Background: an optimization exercise with open tools, aiming at small area, a short achievable clock period and few clock cycles per item. Do not read the settings as production practice. Only simulation tests tie the RTL to the original design; equivalence was not proved.

==> flow/design.v, too long to show whole: its modules and the start of the top module <==
// module sram22_64x32m4w8: 20 lines
// module dot_product: 1540 lines
module dot_product #(
  parameter ADDR_WIDTH = 5,
  parameter WIDTH = 32
) (
  input clk,
  input rst,
  input [ADDR_WIDTH:0] len,
  input [WIDTH-1:0] a_data,
  input a_valid,
  output reg a_ready,
  input [WIDTH-1:0] b_data,
  input b_valid,
  output reg b_ready,
  output [WIDTH-1:0] c_data,
  output reg c_valid,
  input c_ready
);
  // ...
==> flow/flow/run.sh <==
#!/bin/bash
# Own layout flow: the standard layout (standard synthesis, floorplan,
# placement, CTS, routing) run through standard.sh, with extra make settings
# read from flow/make_args.txt (one VAR=value per line). They set how hard
# timing repair works (a setup slack margin, so that repair keeps shortening
# the critical paths after the 10 ns clock is met) and which buffer cell
# buffers the ports. The design's clock and I/O constraints are unchanged.
# make's full output goes to flow_make.log here; each ORFS step also keeps
# its own log under orfs/logs/.
set -euo pipefail
cd "$(dirname "$0")/.."
args=()
while IFS= read -r line || [[ -n "$line" ]]; do
  [[ -z "$line" || "$line" == \#* ]] && continue
  args+=("$line")
done < flow/make_args.txt
bash standard.sh "${args[@]}" finish > flow_make.log 2>&1
==> flow/flow/make_args.txt <==
SETUP_SLACK_MARGIN=6.6
BUFFER_PORTS_ARGS=-buffer_cell sky130_fd_sc_hd__buf_2
==> flow/standard.sh <==
#!/bin/bash
# synth_recipe.tcl (not shown) runs the flow's synth.tcl, then flattens the netlist and writes it again
# the make line also repeats each setting of config.mk as NAME=value (left out here)
make -C /OpenROAD-flow-scripts/flow DESIGN_CONFIG=/design/flow/config.mk WORK_HOME=/design/flow/orfs CLKGATE_MAP_FILE= SYNTH_SCRIPT=/design/flow/synth_recipe.tcl "${@:-finish}"
==> flow/config.mk <==
export PLATFORM = sky130hd
export DESIGN_NAME = dot_product
export DESIGN_NICKNAME = dot_product
export VERILOG_FILES = /design/flow/design.v
export SDC_FILE = /design/flow/constraint.sdc
export NUM_CORES = 4
export LEC_CHECK = 0
export CAP_MARGIN = 20
export CORE_MARGIN = 2
export CORE_UTILIZATION = 40
export PLACE_DENSITY = 0.6
export SLEW_MARGIN = 20
==> flow/constraint.sdc <==
create_clock -name core_clock -period 10.0 [get_ports {clk}]
set_input_delay 2.0000 -clock core_clock [delete_from_list [all_inputs] [get_ports {clk}]]
set_output_delay 2.0000 -clock core_clock [all_outputs]
set_load 0.01 [all_outputs]
==> flow_summary.toml, run 1 <==
[status]
status = "timing/DRC/antenna clean"

[synthesis]
synth_fp_nets = 2270
synth_warnings = 1
synth-compound-area-share_pct = 14.7
synthAdderAreaFrac_pct = 13.0

[worst_setup_path]
start_kind = "flop"
setup.worst_path.start = "m_3_0"
required_ns = 10.52
timing.critical_path.slowest_cell_delay_ns = 0.50

[place]
dp_hpwl_mm = 37.7

[worst_hold_path]
min_from = "m_last"
worstHoldPathType = "flop to flop"

[finish]
seq_cell_count = 235
drive_gt1_share_pct = 16.3
regArea_sq_mm = 0.00551
area_growth_pct = 16.4
layout_common_cells = "xnor2_1 (607), a22oi_1 (255), dfxtp_1 (152)"
instances_no_fill = 2930

[route]
drt-total-wl_mm = 54.6
drt_pre_antenna_iters = 7
ant_nets = 0
dr_wl_met2_mm = 25.4
drt_iter0_drc = 1109
drcViolationCount = 0
wl_met1_mm = 24.1
highest_layer = "met4"
wire_per_inst_um = 18.6

[global_routing]
grt_max_degree = 54
use_met2_pct = 33.9

[clocking]
cts_setup_buffers = 63
post_cts_resized = 25
cts_root_buffer = "clkbuf_16"
cts_max_path_buffers = 3

[sta]
finalHoldViolations = 0
rsz0062_at_grt = "true"
fin_crit_ns = 3.36

[floorplan]
io_pins = 110
num_rows = 82

[run]
max_cap_violations = 0
Testbench counts, summed over its fixed seeds: cycles 10,109, items 512.
==> run 2, diff against run 1 <==
--- a/flow/design.v
+++ b/flow/design.v
@@ -36,37 +36,40 @@
   input c_ready
 );
 reg [WIDTH-1:0] a_r;
 reg a_full, b_full;
 reg [ADDR_WIDTH:0] len_r;
 reg [ADDR_WIDTH:0] n;
 reg m_v, m_first, m_last;
 reg [WIDTH-1:0] acc;
+reg rst_d;
 wire a_en = !a_full || b_full;
 wire b_en = !b_full || a_full;
 wire a_fire = a_valid && a_en;
 wire b_fire = b_valid && b_en;
 wire pair = a_full && b_full;
 wire last = n == len_r - 1'b1;
 wire a_full_nx = a_fire || (a_full && !pair);
 wire b_full_nx = b_fire || (b_full && !pair);
 assign c_data = acc;
-always @(posedge clk) if (a_en) a_r <= a_data;
+always @(posedge clk) if (a_en || rst) a_r <= (a_valid && !rst) ? a_data : {WIDTH{1'b0}};
 reg [15:0] b_one, b_two, b_neg;
 wire [32:0] bx = {b_data, 1'b0};
 wire [15:0] e_one, e_two, e_neg;
 genvar gi;
 generate for (gi = 0; gi < 16; gi = gi + 1) begin : benc
   assign e_one[gi] = bx[2*gi+1] ^ bx[2*gi];
   assign e_two[gi] = (bx[2*gi+2] & ~bx[2*gi+1] & ~bx[2*gi]) | (~bx[2*gi+2] & bx[2*gi+1] & bx[2*gi]);
   assign e_neg[gi] = bx[2*gi+2];
 end endgenerate
-always @(posedge clk) if (b_en) begin
-  b_one <= e_one; b_two <= e_two; b_neg <= e_neg;
+always @(posedge clk) if (b_en || rst) begin
+  b_one <= (b_valid && !rst) ? e_one : 16'd0;
+  b_two <= (b_valid && !rst) ? e_two : 16'd0;
+  b_neg <= e_neg;
 end
 wire pp0_0 = (b_one[0] & a_r[0]) ^ b_neg[0];
 wire pp0_1 = ((b_one[0] & a_r[1]) | (b_two[0] & a_r[0])) ^ b_neg[0];
 wire pp0_2 = ((b_one[0] & a_r[2]) | (b_two[0] & a_r[1])) ^ b_neg[0];
 wire pp0_3 = ((b_one[0] & a_r[3]) | (b_two[0] & a_r[2])) ^ b_neg[0];
 wire pp0_4 = ((b_one[0] & a_r[4]) | (b_two[0] & a_r[3])) ^ b_neg[0];
 wire pp0_5 = ((b_one[0] & a_r[5]) | (b_two[0] & a_r[4])) ^ b_neg[0];
 wire pp0_6 = ((b_one[0] & a_r[6]) | (b_two[0] & a_r[5])) ^ b_neg[0];
@@ -1549,12 +1552,13 @@
     b_ready <= !b_full_nx || a_full_nx;
     if (pair) n <= last ? 0 : n + 1'b1;
     m_v <= pair;
     m_first <= pair && n == 0;
     m_last <= pair && last;
     if (c_valid && c_ready) c_valid <= 1'b0;
     else if (m_v && m_last) c_valid <= 1'b1;
   end
-  if (rst || (c_valid && c_ready)) acc <= 0;
-  else if (m_v) acc <= acc_nx;
+  rst_d <= rst;
+  if (rst || rst_d || (c_valid && c_ready)) acc <= 0;
+  else acc <= acc_nx;
 end
 endmodule
==> flow/flow/make_args.txt (replaced) <==
SETUP_SLACK_MARGIN=6.75
BUFFER_PORTS_ARGS=-buffer_cell sky130_fd_sc_hd__buf_2
==> run 2 against run 1 <==
Clock-buffer cell count increased by 2; die area increased by 0.53%; largest cell class unchanged; core utilization rose by 1.7 points; critical endpoint is now m_27_2.
==> flow_summary.toml, run 2 <==
[floorplan]
num_rows = 82
initial_utilization_pct = 40.3
die_w_um = 228
io_pins = 110
die-area_sq_mm = 0.0522
core_area_sq_mm = 0.0500
fp.dieH_um = 228

[finish]
fillers = 4603
multi_input_area_sq_mm = 0.0147
nNetsFinal = 2442
regArea_sq_mm = 0.00553
layout_commonest_cell = "xnor2_1"
drive_gt1_share_pct = 22.9
diodes = 0
reg_top3 = "a_r: 32 flops, acc: 32 flops"
layout_common_cells = "xnor2_1 (599), a22oi_1 (235), dfxtp_1 (150)"
post-route-util_pct = 48.5
instances_no_fill = 2979
area_growth_pct = 20.3

[worst_setup_path]
path_class = "flop to flop"
required_ns = 10.46
cp-end-kind = "flop"
start_kind = "flop"
worst-path-max-fanout = 27
cp_data_arrival_time_ns = 3.72

[sta]
relSlewSlack_pct = 58.5
finalHoldViolations = 0
rsz0062_at_grt = "true"
fmax_mhz = 307
fin_crit_ns = 3.26
fin_crit_sh_pct = 32.6
final_max_slew_viol_count = 0
setup_viol = 0
worst_pin_slew_ns = 0.620
fin_tns_setup_ns = 0
finalClockSkew_ns = 0.0108

[place]
gp_congestion = 0.887
dp_hpwl_mm = 38.9
numPortBuffers = 109
placedCellCount = 2788

[clocking]
cts_root_buffer = "clkbuf_16"
numCtsBuffers = 28
clock_latency_ns = 0.57
cts_htree_levels = 1
clock_sinks = 236
clk_pin_slew_worst_paths_ns = 0.06
tritoncts = "yes"
cts_max_path_buffers = 3

[synthesis]
async_flop_share_pct = 0
synth_warnings = 1
synth_area_leaders = "xnor2_1 (28%), dfxtp_1 (15%), edfxtp_1 (12%), a22oi_1 (9.2%), maj3_1 (6.9%)"
netlist_area_sq_mm = 0.0202
yosys-top-cells-count = "xnor2_1 (652), a22oi_1 (247), dfxtp_1 (156)"
synth.distinct_cells = 54
yosys.cell_count.top_type = "xnor2_1"
yosysSeqAreaShare_pct = 27.4
synth.ff_latch_count = 236
yosysTopAreaCell = "xnor2_1"
synth_fp_nets = 2273
ys.flop_type = "dfxtp_1"
syn_avg_cell_area_sq_um = 9.52
syn_inst = 2116
synth_edf_count = 80
synth_top_area_share_pct = 28.3

[route]
drcViolationCount = 0
wire_per_inst_um = 19.0
drt-total-wl_mm = 56.5
via_per_inst = 5.40
vias = 16080
drt_iter0_drc = 1005
drt_pre_antenna_iters = 6
ant_nets = 0

[global_routing]
antenna_found_initial = 0
grt_pass1_vias = 15743
grt_pass1_wl_mm = 86.5
grt_max_degree = 49
globalRouteTotalUtil_pct = 20.5
gr-total-overflow = 0

[status]
status = "timing/DRC/antenna clean"

[worst_hold_path]
worstHoldPathType = "flop to flop"

[run]
max_cap_violations = 0
[run 2: per-layer routing]
metal / GRT usage [%] / up-vias / part of all wire (%)
li1: - / 7669 / -
met4: 8.95 / 0 / 4.3
met2: 34.9 / 519 / 48
met1: 26.1 / 7757 / 42
met5: 0 / - / 0
met3: 2.54 / 135 / 5.6
[run 2: repair_timing]
action,CTS,global route
pin swaps,23,86
gates resized for setup,48,133
hold buffers,0,0
buffers inserted,93,43
endpoints found under the setup margin,38,37
cloned,0,3
[run 2: worst paths after layout]
check / start / end / slack, ns / depth (start not counted)
worst min-delay path: n[1] / n[1] / 0.52 / 2
worst max-delay path: b_two[2] / m_27_2 / 6.74 / 11
worst min register to register: n[1] / n[1] / 0.52 / 2
worst max register to register: b_two[2] / m_27_2 / 6.74 / 11
[run 2: logic make-up (layout without fill, tap and decap cells)]
logic type,count (synthesis),count (layout),synth area share (%)
DFF,236,236,27.4
muxes,26,26,1.40
AOI/OAI and AO/OA,414,414,14.6
xor gates and xnor gates,757,757,33.2
buffers and inverters,166,357,3.77
adders and majority gates,221,221,12.6
and+or+nand+nor,296,296,7.06
[run 2: layout make-up]
class	instances	area share [%]
Clock buffer	36	3.36
Clock inverter	16	0.640
Inverter	23	0.356
Multi-Input combinational cell	1714	60.7
Sequential cell	236	22.8
Tap cell	672	3.47
Timing Repair Buffer	282	8.61
[run 2: through the flow]
step,setup slack [ns],hold slack (ns),area (sq um)
finish,6.74,0.524,24200
global route,6.64,0.548,24200
CTS,6.67,0.520,23100
detailed placement,5.98,0.514,21100
global placement,6.11,0.493,21100
floorplan,6.00,0.343,20200
[run 2: worst max-delay path, cell delays in order, from the launching register on]
cell and delay [ns]:
edfxtp_1 0.39, buf_6 0.21, a22oi_1 0.22, xnor2_1 0.18, xor2_1 0.26, xnor2_2 0.14
a21oi_2 0.29, xnor2_1 0.13, xnor2_1 0.30, mux2_4 0.35, fa_1 0.39, ha_1 0.28
Testbench counts of run 2, summed over its fixed seeds: cycles 10,109, items 512.
==> run 3, diff against run 2 <==
==> flow/flow/make_args.txt (replaced) <==
SETUP_SLACK_MARGIN=6.5
BUFFER_PORTS_ARGS=-buffer_cell sky130_fd_sc_hd__buf_2
==> run 3 against run 2 <==
Clock-buffer cell count unchanged; still clean; routed wire length shrank 3.9%; area after synthesis did not move; via count shrank 2.6%; critical path depth rose by 3; critical path type unchanged; design area down 5.4%; die area did not move; register-to-register slack worse by 0.09 ns; highest routed layer unchanged; worst setup slack got worse by 0.090 ns.
==> flow_summary.toml, run 3 <==
[clocking]
cts_htree_levels = 1
cts_root_buffer = "clkbuf_16"
cts_max_path_buffers = 3
clock_sinks = 236
tritoncts = "yes"
clk_pin_slew_worst_paths_ns = 0.06
holdBufCountCts = 0
clock_latency_ns = 0.57
numCtsBuffers = 28

[worst_hold_path]
worstHoldPathType = "flop to flop"
hold_depth = 2
min_from = "n[1]"
holdPathEnd = "n[1]"

[sta]
fin_crit_sh_pct = 33.5
finalHoldViolations = 0
worst_pin_slew_ns = 0.720
fin_crit_ns = 3.35
holdWs_ns = 0.524
fin_ws_ns = 6.65
finalClockSkew_ns = 0.0164
relSlewSlack_pct = 52.0
final_max_slew_viol_count = 0
setup_viol = 0
rsz0062_at_grt = "false"
fin_tns_setup_ns = 0
fmax_mhz = 299

[synthesis]
synth_warnings = 1
yosysTopAreaCell = "xnor2_1"
synth_fp_nets = 2273
yosys-top-cells-count = "xnor2_1 (652), a22oi_1 (247), dfxtp_1 (156)"
ys.flop_type = "dfxtp_1"
synth.distinct_cells = 54
netlist_area_sq_mm = 0.0202
yosysSeqAreaShare_pct = 27.4
synth_top_area_share_pct = 28.3
synth.ff_latch_count = 236
synth_edf_count = 80
async_flop_share_pct = 0
syn_avg_cell_area_sq_um = 9.52
yosys.cell_count.top_type = "xnor2_1"
syn_inst = 2116
synth_area_leaders = "xnor2_1 (28%), dfxtp_1 (15%), edfxtp_1 (12%), a22oi_1 (9.2%), maj3_1 (6.9%)"

[place]
dpl-instance-area_sq_mm = 0.0211
dp_slack_ns = 5.98
dp_hpwl_mm = 38.9
numPortBuffers = 109
gp_congestion = 0.887
placedCellCount = 2788

[finish]
drive_gt1_share_pct = 15.9
instances_no_fill = 2920
nNetsFinal = 2383
post-route-util_pct = 45.9
diodes = 0
layout_commonest_cell = "xnor2_1"
reg_top3 = "a_r: 32 flops, acc: 32 flops"
fillers = 4768
area_growth_pct = 13.8
layout_common_cells = "xnor2_1 (645), a22oi_1 (247), dfxtp_1 (156)"
design_area_sq_mm = 0.0229

[floorplan]
num_rows = 82
initial_utilization_pct = 40.3
die-area_sq_mm = 0.0522
die_w_um = 228
core_area_sq_mm = 0.0500
fp.dieH_um = 228
io_pins = 110

[status]
status = "timing/DRC/antenna clean"

[run]
max_cap_violations = 0

[route]
vias = 15655
drcViolationCount = 0
via_per_inst = 5.36
ant_nets = 0
wire_per_inst_um = 18.6
drt_pre_antenna_iters = 8
drt_iter0_drc = 960
drt-total-wl_mm = 54.3

[worst_setup_path]
required_ns = 10.45
reg2reg_depth = 14
r2r-end = "acc[14]"
r2r-start = "m_0_0"
path_class = "flop to flop"
r2r_setup_slack_ns = 6.65
worst-path-max-fanout = 2
cp_data_arrival_time_ns = 3.79
start_kind = "flop"
cp-end-kind = "flop"

[global_routing]
gr-total-overflow = 0
globalRouteTotalUtil_pct = 20.0
grt_pass1_wl_mm = 84.2
grt_pass1_vias = 15171
antenna_found_initial = 0
grt_max_degree = 49
[run 3: routing by layer]
| layer | wire length [um] | GRT usage [%] | vias up |
|---|---|---|---|
| li1 | - | - | 7545 |
| met1 | 23700 | 25.9 | 7532 |
| met2 | 25700 | 34.1 | 460 |
| met3 | 2830 | 2.16 | 118 |
| met4 | 2000 | 7.66 | 0 |
| met5 | 0 | 0 | - |
[run 3: cells by family after synthesis]
family,count (synthesis),synth area share [%]
and+or+nand+nor,296,7.06
DFF,236,27.4
muxes,26,1.40
buffers and inverters,166,3.77
AOI/OAI and AO/OA,414,14.6
adders and majority gates,221,12.6
xor gates and xnor gates,757,33.2
[run 3: area by class of cell]
class	instances	area [sq um]	share of cell area, %
Clock buffer	36	815	3.55
Clock inverter	16	155	0.676
Inverter	23	86.3	0.376
Multi-Input combinational cell	1714	14000	61.2
Sequential cell	236	5530	24.1
Tap cell	672	841	3.67
Timing Repair Buffer	223	1480	6.46
[run 3: how the worst max path moves through the flow]
stage | from | end | cells past startpoint
2_1_floorplan | rst | b_neg[0] | 2
3_3_place_gp | m_6_1 | acc[27] | 12
3_5_place_dp | m_6_1 | acc[27] | 12
4_1_cts | m_6_1 | acc[27] | 12
5_1_grt | b_two[1] | m_29_2 | 12
6_report | m_0_0 | acc[14] | 14
[run 3: critical path, stage by stage (launching register included)]
cell      delay [ns]
dfxtp_1         0.30
ha_1            0.29
ha_2            0.20
fa_2            0.42
a21o_1          0.18
a21oi_2         0.18
o21bai_1        0.12
a2111o_1        0.43
buf_4           0.15
a31o_2          0.22
a21o_1          0.20
a21o_1          0.19
a21oi_1         0.17
xnor2_1         0.13
nor2_1          0.05
[run 3: timing repair]
action                     in CTS  in global routing
buffers inserted               27                 53
pin swaps                       1                  8
setup endpoints to repair      22                 22
resized for setup              10                 34
==> run 4, diff against run 3 <==
==> flow/flow/make_args.txt (replaced) <==
SETUP_SLACK_MARGIN=6.6
BUFFER_PORTS_ARGS=-buffer_cell sky130_fd_sc_hd__buf_2
--- a/flow/config.mk
+++ b/flow/config.mk
@@ -8,5 +8,7 @@
 export CAP_MARGIN = 20
 export CORE_MARGIN = 2
 export CORE_UTILIZATION = 40
+export CTS_CLUSTER_DIAMETER = 80
+export CTS_CLUSTER_SIZE = 20
 export PLACE_DENSITY = 0.6
 export SLEW_MARGIN = 20
==> run 4 against run 3 <==
Die area did not move; critical path type unchanged; critical endpoint is now m_27_2; non-clock buffer count grew 8; still clean; area after synthesis is the same; worst hold slack better by 0.0016 ns; cell count fell by 0.41%; synthesized cell count is the same; routed wire length increased by 0.81%.
==> flow_summary.toml, run 4 <==
[status]
status = "timing/DRC/antenna clean"

[route]
drt_pre_antenna_iters = 6
ant_nets = 0
drcViolationCount = 0
drt-total-wl_mm = 54.7
drt_iter0_drc = 985
wire_per_inst_um = 18.8
vias = 15667
via_per_inst = 5.39

[global_routing]
antenna_found_initial = 0
grt_pass1_vias = 15218
grt_max_degree = 49
globalRouteTotalUtil_pct = 20.0
grt_pass1_wl_mm = 84.3
gr-total-overflow = 0

[sta]
rsz0062_at_grt = "true"
relSlewSlack_pct = 51.8
final_max_slew_viol_count = 0
fin_tns_setup_ns = 0
fin_crit_ns = 3.34
fmax_mhz = 299
fin_crit_sh_pct = 33.4
worst_pin_slew_ns = 0.722
setup_viol = 0
finalClockSkew_ns = 0.0322
finalHoldViolations = 0

[finish]
nNetsFinal = 2381
layout_common_cells = "xnor2_1 (634), a22oi_1 (247), dfxtp_1 (156)"
multi_input_area_sq_mm = 0.0142
area_growth_pct = 13.2
reg_top3 = "a_r: 32 flops, acc: 32 flops"
layout_commonest_cell = "xnor2_1"
fillers = 4777
regArea_sq_mm = 0.00553
diodes = 0
drive_gt1_share_pct = 16.5

[clocking]
clk_pin_slew_worst_paths_ns = 0.08
cts_htree_levels = 1
tritoncts = "yes"
holdBufCountCts = 0
clock_sinks = 236
cts_max_path_buffers = 3
cts_root_buffer = "clkbuf_16"
numCtsBuffers = 18
clock_latency_ns = 0.54

[synthesis]
ys.flop_type = "dfxtp_1"
synthXorXnorAreaFrac_pct = 33.2
synth.distinct_cells = 54
async_flop_share_pct = 0
synth_area_leaders = "xnor2_1 (28%), dfxtp_1 (15%), edfxtp_1 (12%), a22oi_1 (9.2%), maj3_1 (6.9%)"
synthAdderAreaFrac_pct = 12.6
netlist_area_sq_mm = 0.0202
yosys.cell_count.top_type = "xnor2_1"
syn_avg_cell_area_sq_um = 9.52
yosys.area_share.simple_pct = 7.06
synth_warnings = 1
synth_fp_nets = 2273
syn_inst = 2116
synth.ff_latch_count = 236
synth_top_family_by_area = "XOR/XNOR gates"
yosysSeqAreaShare_pct = 27.4
synth_top_area_share_pct = 28.3
synth-compound-area-share_pct = 14.6
synth_mux_area_share_pct = 1.40
yosysTopAreaCell = "xnor2_1"
synth_edf_count = 80
yosys-top-cells-count = "xnor2_1 (652), a22oi_1 (247), dfxtp_1 (156)"

[worst_setup_path]
required_ns = 10.41
cp_data_arrival_time_ns = 3.75
start_kind = "flop"
cp-end-kind = "flop"
path_class = "flop to flop"
worst-path-max-fanout = 32

[worst_hold_path]
worstHoldPathType = "flop to flop"

[floorplan]
num_rows = 82
core_area_sq_mm = 0.0500
fp.dieH_um = 228
die-area_sq_mm = 0.0522
die_w_um = 228
initial_utilization_pct = 40.3
io_pins = 110

[place]
dp_hpwl_mm = 38.9
numPortBuffers = 109
gp_congestion = 0.887

[run]
max_cap_violations = 0
## run 4: metrics by stage
step	std cells	hold slack [ns]	utilization [%]	setup slack, ns	cell area [sq um]
floorplan	2116	0.343	-	6.00	20200
global placement	2788	0.493	42.3	6.11	21100
detailed placement	2788	0.514	42.3	5.98	21100
CTS	2863	0.524	44.4	6.57	22200
global route	2908	0.552	45.6	6.52	22800
finish	2908	0.526	45.6	6.66	22800
## run 4: cell type report
| class | count | share of cell area, % |
|---|---|---|
| tap | 672 | 3.69 |
| clock inverter | 10 | 0.527 |
| sequential | 236 | 24.2 |
| timing repair buffer | 231 | 6.82 |
| inverter | 23 | 0.379 |
| multi-input combinational | 1714 | 62.3 |
| clock buffer | 22 | 2.08 |
## run 4: final timing paths
path,depth (start not counted),start,slack (ns),end
worst max-delay path,11,b_one[0],6.66,m_27_2
worst min-delay path,2,n[1],0.53,n[1]
worst max register to register,11,b_one[0],6.66,m_27_2
worst min register to register,2,n[1],0.53,n[1]
## run 4: repair_timing
action	4_1_cts	5_1_grt
setup buffers	43	45
pin swaps	4	16
resized for setup	26	49
endpoints found under the setup margin	31	30
## run 4: per-layer routing
layer / wire (um) / track usage (%) / up-vias
li1: - / - / 7541
met1: 24000 / 26.0 / 7553
met2: 26100 / 34.3 / 467
met3: 2520 / 1.80 / 106
met4: 2040 / 8.09 / 0
met5: 0 / 0 / -
## run 4: cells by family after synthesis
| family | count (synthesis) |
|---|---|
| compound gates | 414 |
| mux | 26 |
| buf+inv | 166 |
| fa+ha+maj | 221 |
| flops | 236 |
| xor+xnor | 757 |
| simple gates | 296 |
## run 4: worst max-delay path, cell delays in order (launching register included)
cell	delay [ns]
edfxtp_1	0.36
buf_8	0.23
a22oi_1	0.14
xnor2_1	0.32
xor2_1	0.29
xnor2_2	0.14
a21oi_2	0.28
xnor2_1	0.21
xnor2_2	0.17
mux2_2	0.37
fa_1	0.39
ha_1	0.28
==> run 5, diff against run 4 <==
--- a/flow/config.mk
+++ b/flow/config.mk
@@ -8,7 +8,6 @@
 export CAP_MARGIN = 20
 export CORE_MARGIN = 2
 export CORE_UTILIZATION = 40
-export CTS_CLUSTER_DIAMETER = 80
-export CTS_CLUSTER_SIZE = 20
 export PLACE_DENSITY = 0.6
 export SLEW_MARGIN = 20
+export TNS_END_PERCENT = 30
==> run 5 against run 4 <==
Still clean; critical path depth rose by 1; worst setup slack improved by 0.046 ns; non-clock buffer count fell by 5; design area rose by 1.1%; clock skew fell by 0.017 ns; first-iteration DRC count rose by 17%; sequential share of layout area fell by 0.25 points; critical path type unchanged; critical endpoint is now m_26_2; highest routed layer unchanged.
==> flow_summary.toml, run 5 <==
[status]
status = "timing/DRC/antenna clean"

[sta]
setup_viol = 0
rsz0062_at_grt = "true"
worst_pin_slew_ns = 0.717
final_max_slew_viol_count = 0
finalHoldViolations = 0
fin_ws_ns = 6.70
fin_tns_setup_ns = 0
fin_crit_ns = 3.30
fin_crit_sh_pct = 33.0
finalClockSkew_ns = 0.0149
relSlewSlack_pct = 52.2
fmax_mhz = 303

[worst_setup_path]
cp-end-kind = "flop"
path_class = "flop to flop"
path_common_cell = "xnor2_1"
required_ns = 10.45
slowest_stage = "xnor2_1"
worst-path-max-fanout = 9
critical_path.top_delay_family = "XOR/XNOR gates"
timing.critical_path.slowest_cell_delay_ns = 0.43
start_kind = "flop"
cp_data_arrival_time_ns = 3.75
path_buf_inv = 2
worstPathCellList = "buf_4 -> buf_4 -> a22oi_1 -> xnor2_1 -> xor2_1 -> xnor2_2 -> xnor2_1 -> xnor2_1 -> xnor2_1 -> maj3_2 -> maj3_1 -> ha_1"

[synthesis]
syn_avg_cell_area_sq_um = 9.52
syn_inst = 2116
synth_edf_count = 80
async_flop_share_pct = 0
synth_fp_nets = 2273
synthXorXnorAreaFrac_pct = 33.2
synth.distinct_cells = 54
synthAdderAreaFrac_pct = 12.6
synth-compound-area-share_pct = 14.6
yosys-top-cells-count = "xnor2_1 (652), a22oi_1 (247), dfxtp_1 (156)"
synth.ff_latch_count = 236
synth_area_leaders = "xnor2_1 (28%), dfxtp_1 (15%), edfxtp_1 (12%), a22oi_1 (9.2%), maj3_1 (6.9%)"
yosys.area_share.simple_pct = 7.06
synth_warnings = 1
synth_top_family_by_area = "XOR/XNOR gates"
ys.flop_type = "dfxtp_1"
synth_mux_area_share_pct = 1.40
yosys.cell_count.top_type = "xnor2_1"
synth_top_area_share_pct = 28.3
yosysTopAreaCell = "xnor2_1"
netlist_area_sq_mm = 0.0202
yosysSeqAreaShare_pct = 27.4

[floorplan]
die-area_sq_mm = 0.0522
initial_utilization_pct = 40.3
die_w_um = 228
fp.dieH_um = 228
core_area_sq_mm = 0.0500
io_pins = 110
num_rows = 82

[global_routing]
globalRouteTotalUtil_pct = 20.1
grt_max_degree = 49
grt_pass1_wl_mm = 84.7
antenna_found_initial = 0
grt_pass1_vias = 15306
gr-total-overflow = 0

[finish]
multi_input_area_sq_mm = 0.0141
layout_common_cells = "xnor2_1 (638), a22oi_1 (247), dfxtp_1 (156)"
area_growth_pct = 14.4
layout_commonest_cell = "xnor2_1"
instances_no_fill = 2923
diodes = 0
regArea_sq_mm = 0.00553
nNetsFinal = 2386
drive_gt1_share_pct = 16.7
reg_top3 = "a_r: 32 flops, acc: 32 flops"
post-route-util_pct = 46.1
fillers = 4760

[route]
via_per_inst = 5.39
drt-total-wl_mm = 54.5
ant_nets = 0
drcViolationCount = 0
drt_iter0_drc = 1150
vias = 15748
drt_pre_antenna_iters = 5
wire_per_inst_um = 18.7

[place]
placedCellCount = 2788
gp_congestion = 0.887
dp_slack_ns = 5.98
numPortBuffers = 109
dp_hpwl_mm = 38.9

[run]
max_cap_violations = 0

[clocking]
cts_max_path_buffers = 3
clock_sinks = 236
clock_latency_ns = 0.57
cts_htree_levels = 1
numCtsBuffers = 28
tritoncts = "yes"
clk_pin_slew_worst_paths_ns = 0.06
cts_root_buffer = "clkbuf_16"

[worst_hold_path]
worstHoldPathType = "flop to flop"
==> run 5: cell types whose count changed in the layout (fill, tap and decap cells not counted), moves of 3 or more <==
cell | before | now
clkinvlp_4 | 0 | 4
clkbuf_16 | 18 | 30
xnor2_2 | 25 | 21
inv_4 | 0 | 3
clkbuf_8 | 1 | 4
xnor2_1 | 634 | 638
buf_6 | 13 | 17
ha_1 | 62 | 65
clkinv_2 | 2 | 6
buf_4 | 103 | 97
==> run 5: cells by family after synthesis <==
family	Yosys count
xor gates and xnor gates	757
AOI/OAI and AO/OA	414
and+or+nand+nor	296
DFF	236
adders and majority gates	221
buffers and inverters	166
muxes	26
==> run 5: metal layers <==
metal  global-route usage [%]  part of all wire (%)  vias up
met4                     7.78                   3.6        0
met1                     26.0                    44     7578
met5                        0                     0        -
met3                     2.17                   5.3      118
met2                     34.4                    48      490
li1                         -                     -     7562
==> run 5: what timing repair did <==
item,4_1_cts,5_1_grt
buffers inserted,46,37
setup endpoints to repair,31,23
gates resized for setup,26,41
pin swaps,6,10
hold buffers,0,0
==> run 5: cell type report <==
cell class / instances / share of cell area (%)
sequential: 236 / 24.0
timing repair buffer: 226 / 6.50
inverter: 23 / 0.375
tap: 672 / 3.65
clock buffer: 36 / 3.53
clock inverter: 16 / 0.673
multi-input combinational: 1714 / 61.3
==> run 5: worst reg2reg max path, delay by kind of cell, from the launching register on <==
| family | cells | cell delay (ns) |
|---|---|---|
| adder cells (fa/ha/maj) | 3 | 0.97 |
| XOR/XNOR | 6 | 1.37 |
| buffers and inverters | 2 | 0.33 |
| AO/OA/AOI/OAI | 1 | 0.17 |
| flip-flops | 1 | 0.36 |
==> run 5: per-stage QoR <==
step           hold slack (ns)  instance area [sq um]
3_5_place_dp             0.514                  21100
2_1_floorplan            0.343                  20200
5_1_grt                  0.548                  23000
3_3_place_gp             0.493                  21100
6_report                 0.524                  23000
4_1_cts                  0.520                  22600
==> run 5: worst paths after layout <==
path	startpoint	to	slack (ns)	depth (start not counted)
hold reg to reg	n[1]	n[1]	0.52	2
setup / recovery	a_r[23]	m_26_2	6.70	12
hold / removal	n[1]	n[1]	0.52	2
setup reg to reg	a_r[23]	m_26_2	6.70	12
==> run 6, diff against run 5 <==
--- a/flow/config.mk
+++ b/flow/config.mk
@@ -10,4 +10,3 @@
 export CORE_UTILIZATION = 40
 export PLACE_DENSITY = 0.6
 export SLEW_MARGIN = 20
-export TNS_END_PERCENT = 30
==> run 6 against run 5 <==
Non-clock buffer count did not move; clock-buffer cell count did not move; cell count did not move; critical path type unchanged.
==> flow_summary.toml, run 6 <==
[worst_hold_path]
min_from = "n[1]"
holdPathEnd = "n[1]"
hold_depth = 2
worstHoldPathType = "flop to flop"

[synthesis]
yosysSeqAreaShare_pct = 27.4
yosys-top-cells-count = "xnor2_1 (652), a22oi_1 (247), dfxtp_1 (156)"
syn_inst = 2116
synth.distinct_cells = 54
synth_area_leaders = "xnor2_1 (28%), dfxtp_1 (15%), edfxtp_1 (12%), a22oi_1 (9.2%), maj3_1 (6.9%)"
netlist_area_sq_mm = 0.0202
yosys.cell_count.top_type = "xnor2_1"
async_flop_share_pct = 0
ys.flop_type = "dfxtp_1"
synth_warnings = 1
syn_avg_cell_area_sq_um = 9.52
synth_fp_nets = 2273
synth.ff_latch_count = 236
yosysTopAreaCell = "xnor2_1"
synth_edf_count = 80
synth_top_area_share_pct = 28.3

[floorplan]
initial_utilization_pct = 40.3
die-area_sq_mm = 0.0522
fp.dieH_um = 228
core_area_sq_mm = 0.0500
die_w_um = 228
io_pins = 110
num_rows = 82

[sta]
finalHoldViolations = 0
worst_pin_slew_ns = 0.715
finalClockSkew_ns = 0.0132
fmax_mhz = 303
final_max_slew_viol_count = 0
rsz0062_at_grt = "true"
holdWs_ns = 0.524
setup_viol = 0
fin_crit_ns = 3.30
relSlewSlack_pct = 52.3
fin_tns_setup_ns = 0
fin_crit_sh_pct = 33.0

[clocking]
cts_max_path_buffers = 3
clock_sinks = 236
tritoncts = "yes"
cts_root_buffer = "clkbuf_16"
clock_latency_ns = 0.58
numCtsBuffers = 28
clk_pin_slew_worst_paths_ns = 0.06
cts_htree_levels = 1

[route]
vias = 15784
via_per_inst = 5.40
drt-total-wl_mm = 54.7
drt_iter0_drc = 1037
drcViolationCount = 0
wire_per_inst_um = 18.7
ant_nets = 0
drt_pre_antenna_iters = 5

[worst_setup_path]
path_class = "flop to flop"
cp_data_arrival_time_ns = 3.76
r2r-start = "a_r[23]"
worst-path-max-fanout = 9
cp-end-kind = "flop"
required_ns = 10.46
reg2reg_depth = 12
r2r-end = "m_27_2"
start_kind = "flop"
r2r_setup_slack_ns = 6.70

[global_routing]
grt_pass1_wl_mm = 84.7
grt_pass1_vias = 15322
gr-total-overflow = 0
top_usage_layer = "met2"
globalRouteTotalUtil_pct = 20.1
antenna_found_initial = 0
grt_max_degree = 49
use_met2_pct = 34.4
use_met3_pct = 2.17
use_met1_pct = 26.0

[finish]
nNetsFinal = 2386
area_growth_pct = 14.5
layout_common_cells = "xnor2_1 (636), a22oi_1 (247), dfxtp_1 (156)"
post-route-util_pct = 46.2
diodes = 0
drive_gt1_share_pct = 16.9
reg_top3 = "a_r: 32 flops, acc: 32 flops"
layout_commonest_cell = "xnor2_1"

[status]
status = "timing/DRC/antenna clean"

[place]
dp_hpwl_mm = 38.9
numPortBuffers = 109
gp_congestion = 0.887

[run]
max_cap_violations = 0
[run 6: cell count changes in the layout (fill, tap and decap cells not counted)]
cell and delta:
o21bai_1 -1, o21bai_2 +1, xnor2_1 -2, xnor2_2 +2, xor2_1 -1, xor2_2 +1
[run 6: per-stage QoR]
stage          instances  setup slack [ns]  area [sq um]
6_report            2923              6.70         23100
5_1_grt             2923              6.54         23100
2_1_floorplan       2116              6.00         20200
4_1_cts             2886              6.60         22600
3_5_place_dp        2788              5.98         21100
3_3_place_gp        2788              6.11         21100
[run 6: area by class of cell]
type	instances	area (sq um)
inverters	23	86.3
fillers	4756	26900
clock inverters	16	155
multi-input cells	1714	14200
well taps	672	841
repair buffers	226	1500
clock buffers	36	815
flip-flops and latches	236	5530
[run 6: how the worst max path moves through the flow]
stage                  start  endpoint  slack (ns)  cells after the start
floorplan                rst  b_neg[0]        6.00                      2
global placement       m_6_1   acc[27]        6.11                     12
detailed placement     m_6_1   acc[27]        5.98                     12
CTS                 b_one[2]    m_29_2        6.60                     12
global route        b_two[1]    m_29_2        6.54                     12
finish               a_r[23]    m_27_2        6.70                     12
[run 6: repair_timing]
action	4_1_cts	5_1_grt
endpoints found under the hold margin	0	0
pin swaps	6	11
buffers inserted	46	37
cloned	0	0
resized for setup	28	43
setup endpoints to repair	31	23
hold buffers	0	0
[run 6: kinds of logic after synthesis]
| group | after synthesis | share of synthesized area [%] |
|---|---|---|
| muxes | 26 | 1.40 |
| buffers and inverters | 166 | 3.77 |
| and+or+nand+nor | 296 | 7.06 |
| DFF | 236 | 27.4 |
| xor gates and xnor gates | 757 | 33.2 |
| AOI/OAI and AO/OA | 414 | 14.6 |
| adders and majority gates | 221 | 12.6 |
[run 6: metal layers]
metal  wire, um  vias up
li1           -     7555
met1      23900     7611
met2      25900      497
met3       2810      121
met4       2030        0
met5          0        -
[run 6: critical path, stage by stage, from the launching register on]
cell and delay, ns:
edfxtp_1 0.36, buf_4 0.19, buf_4 0.14, a22oi_1 0.17, xnor2_1 0.21, xor2_1 0.27
xnor2_2 0.15, a21oi_2 0.28, xnor2_1 0.21, xnor2_2 0.17, mux2_2 0.37, fa_1 0.39
ha_1 0.28
==> run 7, diff against run 6 <==
--- a/flow/config.mk
+++ b/flow/config.mk
@@ -5,8 +5,8 @@
 export SDC_FILE = /design/flow/constraint.sdc
 export NUM_CORES = 4
 export LEC_CHECK = 0
-export CAP_MARGIN = 20
+export CAP_MARGIN = 0
 export CORE_MARGIN = 2
 export CORE_UTILIZATION = 40
 export PLACE_DENSITY = 0.6
-export SLEW_MARGIN = 20
+export SLEW_MARGIN = 0
==> run 7 against run 6 <==
Still clean on timing, DRC and antenna; synthesized cell count unchanged; clock-buffer cell count unchanged; area after synthesis unchanged; critical path depth unchanged; cell count unchanged; flip-flop and latch count unchanged; via count down 0.43%; first-iteration DRC count down 0.29%; non-clock buffer count unchanged; largest cell class unchanged; highest routed layer unchanged.
==> flow_summary.toml, run 7 <==
[status]
status = "timing/DRC/antenna clean"

[global_routing]
use_met3_pct = 2.17
globalRouteTotalUtil_pct = 20.1
top_usage_layer = "met2"
antenna_found_initial = 0
grt_max_degree = 49
use_met2_pct = 34.4
grt_pass1_wl_mm = 84.7
grt_pass1_vias = 15322
gr-total-overflow = 0
use_met1_pct = 26.0

[sta]
final_max_slew_viol_count = 0
worst_pin_slew_ns = 1.08
fin_ws_ns = 6.71
fin_crit_ns = 3.29
fin_tns_setup_ns = 0
fin_crit_sh_pct = 32.9
setup_viol = 0
finalClockSkew_ns = 0.0151
fmax_mhz = 304
rsz0062_at_grt = "true"
relSlewSlack_pct = 27.9
finalHoldViolations = 0

[route]
drt-total-wl_mm = 54.6
wire_per_inst_um = 18.7
via_per_inst = 5.38
ant_nets = 0
drt_iter0_drc = 1034
drt_pre_antenna_iters = 8
drcViolationCount = 0
vias = 15716

[synthesis]
synth_mux_area_share_pct = 1.40
yosys.cell_count.top_type = "xnor2_1"
synth_area_leaders = "xnor2_1 (28%), dfxtp_1 (15%), edfxtp_1 (12%), a22oi_1 (9.2%), maj3_1 (6.9%)"
async_flop_share_pct = 0
syn_avg_cell_area_sq_um = 9.52
yosys.area_share.simple_pct = 7.06
synth_top_family_by_area = "XOR/XNOR gates"
yosysSeqAreaShare_pct = 27.4
yosysTopAreaCell = "xnor2_1"
synth_edf_count = 80
synth-compound-area-share_pct = 14.6
synthAdderAreaFrac_pct = 12.6
syn_inst = 2116
netlist_area_sq_mm = 0.0202
synthXorXnorAreaFrac_pct = 33.2
yosys-top-cells-count = "xnor2_1 (652), a22oi_1 (247), dfxtp_1 (156)"
ys.flop_type = "dfxtp_1"
synth_top_area_share_pct = 28.3
synth_warnings = 1
synth.ff_latch_count = 236
synth_fp_nets = 2273
synth.distinct_cells = 54

[finish]
layout_common_cells = "xnor2_1 (636), a22oi_1 (247), dfxtp_1 (156)"
layout_commonest_cell = "xnor2_1"
diodes = 0
nNetsFinal = 2386
reg_top3 = "a_r: 32 flops, acc: 32 flops"
multi_input_area_sq_mm = 0.0142
area_growth_pct = 14.5
fillers = 4757
instances_no_fill = 2923
regArea_sq_mm = 0.00553
drive_gt1_share_pct = 16.9

[clocking]
cts_root_buffer = "clkbuf_16"
tritoncts = "yes"
holdBufCountCts = 0
clock_sinks = 236
cts_max_path_buffers = 3
numCtsBuffers = 28
cts_htree_levels = 1
clk_pin_slew_worst_paths_ns = 0.06
clock_latency_ns = 0.58

[worst_setup_path]
cp_data_arrival_time_ns = 3.75
path_class = "flop to flop"
worst-path-max-fanout = 9
start_kind = "flop"
required_ns = 10.46
reg2reg_depth = 12
cp-end-kind = "flop"

[place]
numPortBuffers = 109
placedCellCount = 2788
dp_hpwl_mm = 38.9
gp_congestion = 0.887
dp_slack_ns = 5.98

[floorplan]
num_rows = 82
core_area_sq_mm = 0.0500
fp.dieH_um = 228
die_w_um = 228
io_pins = 110
die-area_sq_mm = 0.0522
initial_utilization_pct = 40.3

[worst_hold_path]
worstHoldPathType = "flop to flop"
hold_depth = 2

[run]
max_cap_violations = 0
run 7: changes by cell type in the layout (fill, tap and decap cells not counted):
cell,before,now
nor2_2,1,2
nor2_4,1,0
run 7: repair_timing:
action,CTS,global route
resized for setup,28,43
hold endpoints to repair,0,0
setup buffers,46,37
endpoints found under the setup margin,31,23
pin swaps,6,11
run 7: path summary, 6_finish.rpt:
kind,startpoint,to,slack (ns)
worst min register to register,n[1],n[1],0.52
worst max register to register,a_r[23],m_27_2,6.71
worst max-delay path,a_r[23],m_27_2,6.71
worst min-delay path,n[1],n[1],0.52
run 7: area by class of cell:
cell class              count  share of cell area (%)
clock inverters            16                   0.672
inverters                  23                   0.374
flip-flops and latches    236                    23.9
clock buffers              36                    3.53
well taps                 672                    3.64
multi-input cells        1714                    61.3
repair buffers            226                    6.49
run 7: worst max-delay path: stages (launching register included):
cell,delay (ns)
edfxtp_1,0.36
buf_4,0.19
buf_4,0.14
a22oi_1,0.17
xnor2_1,0.21
xor2_1,0.27
xnor2_2,0.15
a21oi_2,0.28
xnor2_1,0.20
xnor2_2,0.17
mux2_2,0.37
fa_1,0.39
ha_1,0.28
run 7: layer usage:
layer  routed length (um)  part of all wire, %  up-vias
met3                 2820                  5.2      114
met2                25900                   47      481
met1                23900                   44     7566
met5                    0                    0        -
met4                 1990                  3.6        0
li1                     -                    -     7555
run 7: cells by family (layout without fill, tap and decap cells):
logic type      Yosys count  after routing
flops                   236            236
simple gates            296            296
xor+xnor                757            757
buf+inv                 166            301
compound gates          414            414
mux                      26             26
fa+ha+maj               221            221
run 7: metrics by stage:
stage | cell area, sq um | utilization (%) | hold slack, ns
final | 23100 | 46.2 | 0.524
after global routing | 23100 | 46.2 | 0.548
after CTS | 22600 | 45.2 | 0.520
after detailed placement | 21100 | 42.3 | 0.514
after global placement | 21100 | 42.3 | 0.493
after floorplan | 20200 | - | 0.343
==> run 8, diff against run 7 <==
--- a/flow/config.mk
+++ b/flow/config.mk
@@ -5,8 +5,8 @@
 export SDC_FILE = /design/flow/constraint.sdc
 export NUM_CORES = 4
 export LEC_CHECK = 0
-export CAP_MARGIN = 0
+export CAP_MARGIN = 5
 export CORE_MARGIN = 2
 export CORE_UTILIZATION = 40
 export PLACE_DENSITY = 0.6
-export SLEW_MARGIN = 0
+export SLEW_MARGIN = 5
==> run 8 against run 7 <==
Clock skew stayed put; critical endpoint unchanged; worst setup slack stayed put; critical path type unchanged; via count stayed put; worst hold slack stayed put; area after synthesis stayed put; synthesized cell count stayed put; core utilization stayed put.
==> flow_summary.toml, run 8 <==
[worst_setup_path]
slowest_stage = "fa_1"
worst-path-max-fanout = 9
cp-endpoint = "m_27_2"
worstPathCellList = "buf_4 -> buf_4 -> a22oi_1 -> xnor2_1 -> xor2_1 -> xnor2_2 -> a21oi_2 -> xnor2_1 -> xnor2_2 -> mux2_2 -> fa_1 -> ha_1"
timing.critical_path.slowest_cell_delay_ns = 0.39
r2r-start = "a_r[23]"
cp_num_cells = 12
r2r_setup_slack_ns = 6.71
critical_path.top_delay_family = "XOR/XNOR gates"
reg2reg_depth = 12
path_class = "flop to flop"
cp-end-kind = "flop"
start_kind = "flop"
required_ns = 10.46
cp_data_arrival_time_ns = 3.75
setup.worst_path.start = "a_r[23]"
r2r-end = "m_27_2"
path_buf_inv = 2

[global_routing]
grt_pass1_wl_mm = 84.7
grt_pass1_vias = 15322
gr-total-overflow = 0
globalRouteTotalUtil_pct = 20.1
antenna_found_initial = 0
grt_max_degree = 49

[floorplan]
num_rows = 82
die_w_um = 228
fp.dieH_um = 228
initial_utilization_pct = 40.3
io_pins = 110
core_area_sq_mm = 0.0500
die-area_sq_mm = 0.0522

[place]
gp_congestion = 0.887
numPortBuffers = 109
dp_slack_ns = 5.98
dp_hpwl_mm = 38.9

[finish]
fillers = 4757
diodes = 0
layout_common_cells = "xnor2_1 (636), a22oi_1 (247), dfxtp_1 (156)"
area_growth_pct = 14.5
multi_input_area_sq_mm = 0.0142
drive_gt1_share_pct = 16.9
nNetsFinal = 2386
reg_top3 = "a_r: 32 flops, acc: 32 flops"
regArea_sq_mm = 0.00553
layout_commonest_cell = "xnor2_1"

[synthesis]
synthAdderAreaFrac_pct = 12.6
yosysSeqAreaShare_pct = 27.4
synth.ff_latch_count = 236
synth_area_leaders = "xnor2_1 (28%), dfxtp_1 (15%), edfxtp_1 (12%), a22oi_1 (9.2%), maj3_1 (6.9%)"
syn_avg_cell_area_sq_um = 9.52
synth_warnings = 1
synth_top_area_share_pct = 28.3
synth_edf_count = 80
netlist_area_sq_mm = 0.0202
syn_inst = 2116
synth_top_family_by_area = "XOR/XNOR gates"
yosys.area_share.simple_pct = 7.06
yosys-top-cells-count = "xnor2_1 (652), a22oi_1 (247), dfxtp_1 (156)"
synth_mux_area_share_pct = 1.40
synth_fp_nets = 2273
yosysTopAreaCell = "xnor2_1"
synthXorXnorAreaFrac_pct = 33.2
yosys.cell_count.top_type = "xnor2_1"
ys.flop_type = "dfxtp_1"
synth-compound-area-share_pct = 14.6
synth.distinct_cells = 54
async_flop_share_pct = 0

[sta]
fin_crit_ns = 3.29
finalHoldViolations = 0
rsz0062_at_grt = "true"
fmax_mhz = 304
relSlewSlack_pct = 27.9
finalClockSkew_ns = 0.0151
setup_viol = 0
fin_ws_ns = 6.71
fin_crit_sh_pct = 32.9
fin_tns_setup_ns = 0
worst_pin_slew_ns = 1.08
final_max_slew_viol_count = 0

[clocking]
numCtsBuffers = 28
holdBufCountCts = 0
clock_sinks = 236
tritoncts = "yes"
cts_htree_levels = 1
clock_latency_ns = 0.58
cts_max_path_buffers = 3
cts_root_buffer = "clkbuf_16"
clk_pin_slew_worst_paths_ns = 0.06

[route]
drt_pre_antenna_iters = 8
drt-total-wl_mm = 54.6
drt_iter0_drc = 1034
ant_nets = 0
wire_per_inst_um = 18.7
via_per_inst = 5.38
drcViolationCount = 0
vias = 15716

[worst_hold_path]
worstHoldPathType = "flop to flop"

[run]
max_cap_violations = 0

[status]
status = "timing/DRC/antenna clean"
==> run 8: tightest hold or removal path, cell delays in order, from the launching register on <==
cell and delay, ns:
dfxtp_1 0.35, nand2_1 0.07, a21oi_1 0.05
==> run 8: worst min-delay path by stage <==
stage                  start    end  slack, ns  depth (start not counted)
global route            n[1]   n[1]       0.55                          2
detailed placement      n[1]   n[1]       0.51                          2
CTS                     n[1]   n[1]       0.52                          2
floorplan           b_neg[2]  m_4_1       0.34                          0
finish                  n[1]   n[1]       0.52                          2
global placement        n[1]   n[1]       0.49                          2
==> run 8: per-layer routing <==
layer  up-vias  track usage, %  part of all wire, %
met2       481            34.4                   47
met1      7566            26.0                   44
li1       7555               -                    -
met5         -               0                    0
met4         0            7.78                  3.6
met3       114            2.17                  5.2
==> run 8: final cells by class <==
| class | count | area share [%] |
|---|---|---|
| repair buffers | 226 | 6.49 |
| inverters | 23 | 0.374 |
| flip-flops and latches | 236 | 23.9 |
| well taps | 672 | 3.64 |
| multi-input cells | 1714 | 61.3 |
| clock buffers | 36 | 3.53 |
| clock inverters | 16 | 0.672 |
==> run 8: logic make-up (layout without fill, tap and decap cells) <==
logic type / Yosys count / after routing
DFF: 236 / 236
xor gates and xnor gates: 757 / 757
adders and majority gates: 221 / 221
buffers and inverters: 166 / 301
AOI/OAI and AO/OA: 414 / 414
and+or+nand+nor: 296 / 296
muxes: 26 / 26
==> run 8: what timing repair did <==
| action | 4_1_cts | 5_1_grt |
|---|---|---|
| pin swaps | 6 | 11 |
| setup endpoints to repair | 31 | 23 |
| resized for setup | 28 | 43 |
| setup buffers | 46 | 37 |
==> run 8: metrics by stage <==
| step | instance area, sq um | std cells | util, % | hold slack [ns] |
|---|---|---|---|---|
| floorplan | 20200 | 2116 | - | 0.343 |
| global placement | 21100 | 2788 | 42.3 | 0.493 |
| detailed placement | 21100 | 2788 | 42.3 | 0.514 |
| CTS | 22600 | 2886 | 45.2 | 0.520 |
| global route | 23100 | 2923 | 46.2 | 0.548 |
| finish | 23100 | 2923 | 46.2 | 0.524 |
==> run 9, diff against run 8 <==
--- a/flow/config.mk
+++ b/flow/config.mk
@@ -8,5 +8,5 @@
 export CAP_MARGIN = 5
 export CORE_MARGIN = 2
 export CORE_UTILIZATION = 40
-export PLACE_DENSITY = 0.6
+export PLACE_DENSITY = 0.65
 export SLEW_MARGIN = 5
==> run 9 against run 8 <==
Worst setup slack worse by 0.026 ns; area after synthesis unchanged; highest routed layer unchanged; sequential share of layout area decreased by 0.14 points; global-route usage up 0.085 points.
==> flow_summary.toml, run 9 <==
[status]
status = "timing/DRC/antenna clean"

[route]
via_per_inst = 5.44
drt-total-wl_mm = 55.0
wire_per_inst_um = 18.8
ant_nets = 0
drt_pre_antenna_iters = 6
drcViolationCount = 0
drt_iter0_drc = 1239
vias = 15923

[finish]
area_growth_pct = 15.2
layout_commonest_cell = "xnor2_1"
nNetsFinal = 2394
reg_top3 = "a_r: 32 flops, acc: 32 flops"
fillers = 4688
layout_common_cells = "xnor2_1 (635), a22oi_1 (246), dfxtp_1 (156)"
drive_gt1_share_pct = 17.1
diodes = 0
post-route-util_pct = 46.5

[worst_setup_path]
worst-path-max-fanout = 30
start_kind = "flop"
r2r-end = "m_29_2"
r2r_setup_slack_ns = 6.69
reg2reg_depth = 12
r2r-start = "b_one[1]"
cp_data_arrival_time_ns = 3.76
cp-end-kind = "flop"
path_class = "flop to flop"
setup.worst_path.start = "b_one[1]"
required_ns = 10.45

[global_routing]
grt_pass1_wl_mm = 84.8
grt_pass1_vias = 15485
gr-total-overflow = 0
grt_max_degree = 49
antenna_found_initial = 0
globalRouteTotalUtil_pct = 20.2

[synthesis]
netlist_area_sq_mm = 0.0202
synth_warnings = 1
yosys-top-cells-count = "xnor2_1 (652), a22oi_1 (247), dfxtp_1 (156)"
synth.ff_latch_count = 236
syn_avg_cell_area_sq_um = 9.52
syn_inst = 2116
ys.flop_type = "dfxtp_1"
synth_top_area_share_pct = 28.3
async_flop_share_pct = 0
yosysSeqAreaShare_pct = 27.4
synth.distinct_cells = 54
yosysTopAreaCell = "xnor2_1"
synth_edf_count = 80
synth_fp_nets = 2273
synth_area_leaders = "xnor2_1 (28%), dfxtp_1 (15%), edfxtp_1 (12%), a22oi_1 (9.2%), maj3_1 (6.9%)"
yosys.cell_count.top_type = "xnor2_1"

[floorplan]
die_w_um = 228
initial_utilization_pct = 40.3
io_pins = 110
num_rows = 82
die-area_sq_mm = 0.0522
fp.dieH_um = 228
core_area_sq_mm = 0.0500

[sta]
rsz0062_at_grt = "true"
relSlewSlack_pct = 32.9
finalClockSkew_ns = 0.0157
holdWs_ns = 0.525
fin_crit_sh_pct = 33.1
fin_ws_ns = 6.69
setup_viol = 0
fin_tns_setup_ns = 0
final_max_slew_viol_count = 0
fin_crit_ns = 3.31
finalHoldViolations = 0
worst_pin_slew_ns = 1.01
fmax_mhz = 302

[worst_hold_path]
worstHoldPathType = "flop to flop"
min_from = "n[1]"
holdPathEnd = "n[1]"
hold_depth = 2

[clocking]
tritoncts = "yes"
cts_htree_levels = 1
clock_latency_ns = 0.57
clk_pin_slew_worst_paths_ns = 0.07
cts_root_buffer = "clkbuf_16"
cts_max_path_buffers = 3
clock_sinks = 236
holdBufCountCts = 0
numCtsBuffers = 26

[place]
dp_hpwl_mm = 38.8
numPortBuffers = 109
gp_congestion = 0.915
dp_slack_ns = 6.03

[run]
max_cap_violations = 0
## run 9: logic make-up (layout without fill, tap and decap cells)
kind of cell	count (synthesis)	count (layout)	synth area share, %
buffers and inverters	166	307	3.77
xor gates and xnor gates	757	757	33.2
DFF	236	236	27.4
muxes	26	26	1.40
adders and majority gates	221	221	12.6
AOI/OAI and AO/OA	414	414	14.6
and+or+nand+nor	296	296	7.06
## run 9: stage by stage
step	cell area, sq um	std cells
3_5_place_dp	21100	2786
3_3_place_gp	21100	2786
2_1_floorplan	20200	2116
4_1_cts	22600	2895
6_report	23200	2929
5_1_grt	23200	2929
## run 9: layer usage
metal  part of all wire (%)  wire length (um)  GRT usage [%]
met4                    3.9              2150           8.60
met3                    6.0              3320           2.67
met1                     42             23000           25.2
met2                     48             26500           34.9
met5                      0                 0              0
## run 9: worst max-delay path: stages, from the launching register on
cell and delay (ns):
edfxtp_1 0.34, buf_6 0.27, a22oi_1 0.15, xnor2_1 0.17, maj3_1 0.47, xor2_1 0.19, xnor2_1 0.16, o21ai_0 0.26
ha_1 0.32, xor2_2 0.23, xor2_1 0.21, xnor2_1 0.15, ha_1 0.25
## run 9: layout make-up
| class | count | area, sq um | area share [%] |
|---|---|---|---|
| inverters | 23 | 86.3 | 0.372 |
| clock buffers | 30 | 666 | 2.87 |
| repair buffers | 236 | 1680 | 7.25 |
| well taps | 672 | 841 | 3.62 |
| flip-flops and latches | 236 | 5530 | 23.8 |
| multi-input cells | 1714 | 14200 | 61.2 |
| clock inverters | 18 | 199 | 0.857 |
## run 9: worst max path at each step
stage                     endpoint  slack [ns]
final                       m_29_2        6.69
after global routing        m_29_2        6.55
after CTS                  acc[27]        6.58
after detailed placement   acc[27]        6.03
after global placement     acc[27]        6.12
after floorplan           b_neg[0]        6.00
## run 9: repair_timing
action	CTS	global route
pin swaps	7	19
resized for setup	31	42
endpoints found under the hold margin	0	0
setup endpoints to repair	31	31
setup buffers	61	34
==> run 10, diff against run 9 <==
--- a/flow/config.mk
+++ b/flow/config.mk
@@ -8,5 +8,6 @@
 export CAP_MARGIN = 5
 export CORE_MARGIN = 2
 export CORE_UTILIZATION = 40
-export PLACE_DENSITY = 0.65
+export CTS_BUF_LIST = sky130_fd_sc_hd__clkbuf_4 sky130_fd_sc_hd__clkbuf_8
+export PLACE_DENSITY = 0.6
 export SLEW_MARGIN = 5
==> run 10 against run 9 <==
First-iteration DRC count decreased by 23%; non-clock buffer count decreased by 13; routed wire length about the same; worst setup slack improved by 0.018 ns; flip-flop and latch count unchanged; critical endpoint is now acc[14].
==> flow_summary.toml, run 10 <==
[synthesis]
synth_top_area_share_pct = 28.3
netlist_area_sq_mm = 0.0202
syn_inst = 2116
async_flop_share_pct = 0
ys.flop_type = "dfxtp_1"
synth_area_leaders = "xnor2_1 (28%), dfxtp_1 (15%), edfxtp_1 (12%), a22oi_1 (9.2%), maj3_1 (6.9%)"
yosysSeqAreaShare_pct = 27.4
yosys-top-cells-count = "xnor2_1 (652), a22oi_1 (247), dfxtp_1 (156)"
synth.ff_latch_count = 236
synth_edf_count = 80
syn_avg_cell_area_sq_um = 9.52
yosysTopAreaCell = "xnor2_1"
yosys.cell_count.top_type = "xnor2_1"
synth_warnings = 1
synth_fp_nets = 2273
synth.distinct_cells = 54

[worst_setup_path]
reg2reg_depth = 13
cp-end-kind = "flop"
worst-path-max-fanout = 2
cp_data_arrival_time_ns = 3.77
r2r-start = "m_0_0"
r2r_setup_slack_ns = 6.71
r2r-end = "acc[14]"
required_ns = 10.47
path_class = "flop to flop"
start_kind = "flop"

[sta]
fin_tns_setup_ns = 0
final_max_slew_viol_count = 0
fin_crit_sh_pct = 32.9
fin_ws_ns = 6.71
relSlewSlack_pct = 26.9
rsz0062_at_grt = "true"
fmax_mhz = 303
finalHoldViolations = 0
setup_viol = 0
fin_crit_ns = 3.29
finalClockSkew_ns = 0.0262
worst_pin_slew_ns = 1.09

[global_routing]
grt_pass1_vias = 15510
grt_pass1_wl_mm = 85.2
globalRouteTotalUtil_pct = 20.4
antenna_found_initial = 0
grt_max_degree = 49
gr-total-overflow = 0

[clocking]
tritoncts = "yes"
cts_htree_levels = 2
clock_latency_ns = 0.62
holdBufCountCts = 0
cts_max_path_buffers = 3
clock_sinks = 236
numCtsBuffers = 43
clk_pin_slew_worst_paths_ns = 0.06
cts_root_buffer = "clkbuf_8"

[place]
numPortBuffers = 109
gp_congestion = 0.887
dp_hpwl_mm = 38.9
dp_slack_ns = 5.98
dpl-instance-area_sq_mm = 0.0211
placedCellCount = 2788

[floorplan]
fp.dieH_um = 228
io_pins = 110
core_area_sq_mm = 0.0500
die_w_um = 228
die-area_sq_mm = 0.0522
initial_utilization_pct = 40.3
num_rows = 82

[route]
drt_iter0_drc = 950
drcViolationCount = 0
drt_pre_antenna_iters = 7
drt-total-wl_mm = 55.0
ant_nets = 0
via_per_inst = 5.37
wire_per_inst_um = 18.7
vias = 15812

[finish]
nNetsFinal = 2398
multi_input_area_sq_mm = 0.0142
layout_common_cells = "xnor2_1 (633), a22oi_1 (247), dfxtp_1 (155)"
area_growth_pct = 14.8
drive_gt1_share_pct = 18.0
instances_no_fill = 2947
layout_commonest_cell = "xnor2_1"
fillers = 4780
post-route-util_pct = 46.3
design_area_sq_mm = 0.0231
reg_top3 = "a_r: 32 flops, acc: 32 flops"
regArea_sq_mm = 0.00553

[status]
status = "timing/DRC/antenna clean"

[run]
max_cap_violations = 0

[worst_hold_path]
hold_depth = 2
min_from = "n[1]"
holdPathEnd = "n[1]"
worstHoldPathType = "flop to flop"
==> run 10: cell types whose count changed in the layout (fill, tap and decap cells not counted), sizes merged, moves of 2 or more <==
cell,delta
clkbuf,+32
clkinvlp,-9
inv,+2
buf,-13
clkinv,+4
==> run 10: kinds of logic (layout without fill, tap and decap cells) <==
| kind of cell | count (synthesis) | in the layout | synth area share [%] |
|---|---|---|---|
| XOR/XNOR | 757 | 757 | 33.2 |
| AO/OA/AOI/OAI | 414 | 414 | 14.6 |
| AND/OR/NAND/NOR | 296 | 296 | 7.06 |
| flip-flops | 236 | 236 | 27.4 |
| adder cells (fa/ha/maj) | 221 | 221 | 12.6 |
| buffers and inverters | 166 | 324 | 3.77 |
| multiplexers | 26 | 26 | 1.40 |
| other | 0 | 1 | 0 |
==> run 10: per-stage QoR <==
step | hold WS [ns]
floorplan | 0.343
global placement | 0.493
detailed placement | 0.514
CTS | 0.520
global route | 0.548
finish | 0.523
==> run 10: layout make-up <==
| class | instances | share of cell area (%) |
|---|---|---|
| multi-input cells | 1714 | 61.3 |
| flip-flops and latches | 236 | 23.9 |
| repair buffers | 223 | 6.54 |
| well taps | 672 | 3.63 |
| clock buffers | 62 | 3.44 |
| clock inverters | 16 | 0.811 |
| inverters | 23 | 0.373 |
| diodes | 1 | 0.0108 |
==> run 10: critical path, cell delays in order (launching register included) <==
cell and delay, ns:
dfxtp_1 0.30, ha_1 0.29, ha_1 0.23, fa_2 0.42, a21o_1 0.18, a21oi_2 0.19
o21bai_2 0.10, a2111o_1 0.44, a31o_2 0.26, a21o_1 0.20, a21o_1 0.19, a21oi_1 0.18
xnor2_1 0.13, nor2_1 0.05
==> run 10: how the worst max path moves through the flow <==
| stage | slack, ns | end | depth (start not counted) | start |
|---|---|---|---|---|
| after floorplan | 6.00 | b_neg[0] | 2 | rst |
| after global placement | 6.11 | acc[27] | 12 | m_6_1 |
| after detailed placement | 5.98 | acc[27] | 12 | m_6_1 |
| after CTS | 6.57 | acc[27] | 13 | m_10_1 |
| after global routing | 6.54 | m_29_2 | 13 | a_r[1] |
| final | 6.71 | acc[14] | 13 | m_0_0 |
==> run 10: repair_timing <==
item	in CTS	in global routing
setup buffers	44	36
endpoints found under the setup margin	34	28
resized for setup	27	50
pin swaps	4	17
==> run 10: routing by layer <==
layer | vias to the layer above | part of all wire, % | track usage [%]
met2 | 477 | 48 | 34.9
li1 | 7595 | - | -
met5 | - | 0 | 0
met4 | 0 | 4.2 | 9.23
met1 | 7612 | 43 | 25.6
met3 | 128 | 4.9 | 2.52

## afterwards: timing with drivers on the ports
How much do the figures lean on ideal ports? The routed layouts below were timed once more, with nothing changed but the port constraints. Step 1 sets driving cells, clkbuf_16 on the clock port and buf_2 on the other inputs (assumed; they add their load-dependent delay and slew). Step 2 moves the port delays by t, midway between the first and last clock arrival at a register: inputs arrive t later, outputs are due t later. That takes back most of the time a late clock gives input paths. Slacks: ideal / step 1 / step 2; pairs: ideal / step 1.
run | shift t [ns] | slack for setup (ns) | pins driven straight from the clock port
run 1 | 0.622 | 6.642 / 6.642 / 6.261 | 1
run 2 | 0.619 | 6.742 / 6.742 / 6.582 | 1
run 3 | 0.617 | 6.652 / 6.652 / 6.584 | 1
run 4 | 0.585 | 6.658 / 6.658 / 6.564 | 1
run 5 | 0.621 | 6.704 / 6.685 / 6.582 | 1
run 6 | 0.623 | 6.705 / 6.685 / 6.577 | 1
run 7 | 0.623 | 6.713 / 6.684 / 6.490 | 1
run 8 | 0.623 | 6.713 / 6.684 / 6.490 | 1
run 9 | 0.615 | 6.687 / 6.650 / 6.470 | 1
run 10 | 0.657 | 6.705 / 6.705 / 6.475 | 1
After both steps every run listed still meets setup and hold. The setup slack of run 1, which loses most, moves by 0.000 ns with the drivers and by -0.381 ns with both steps.
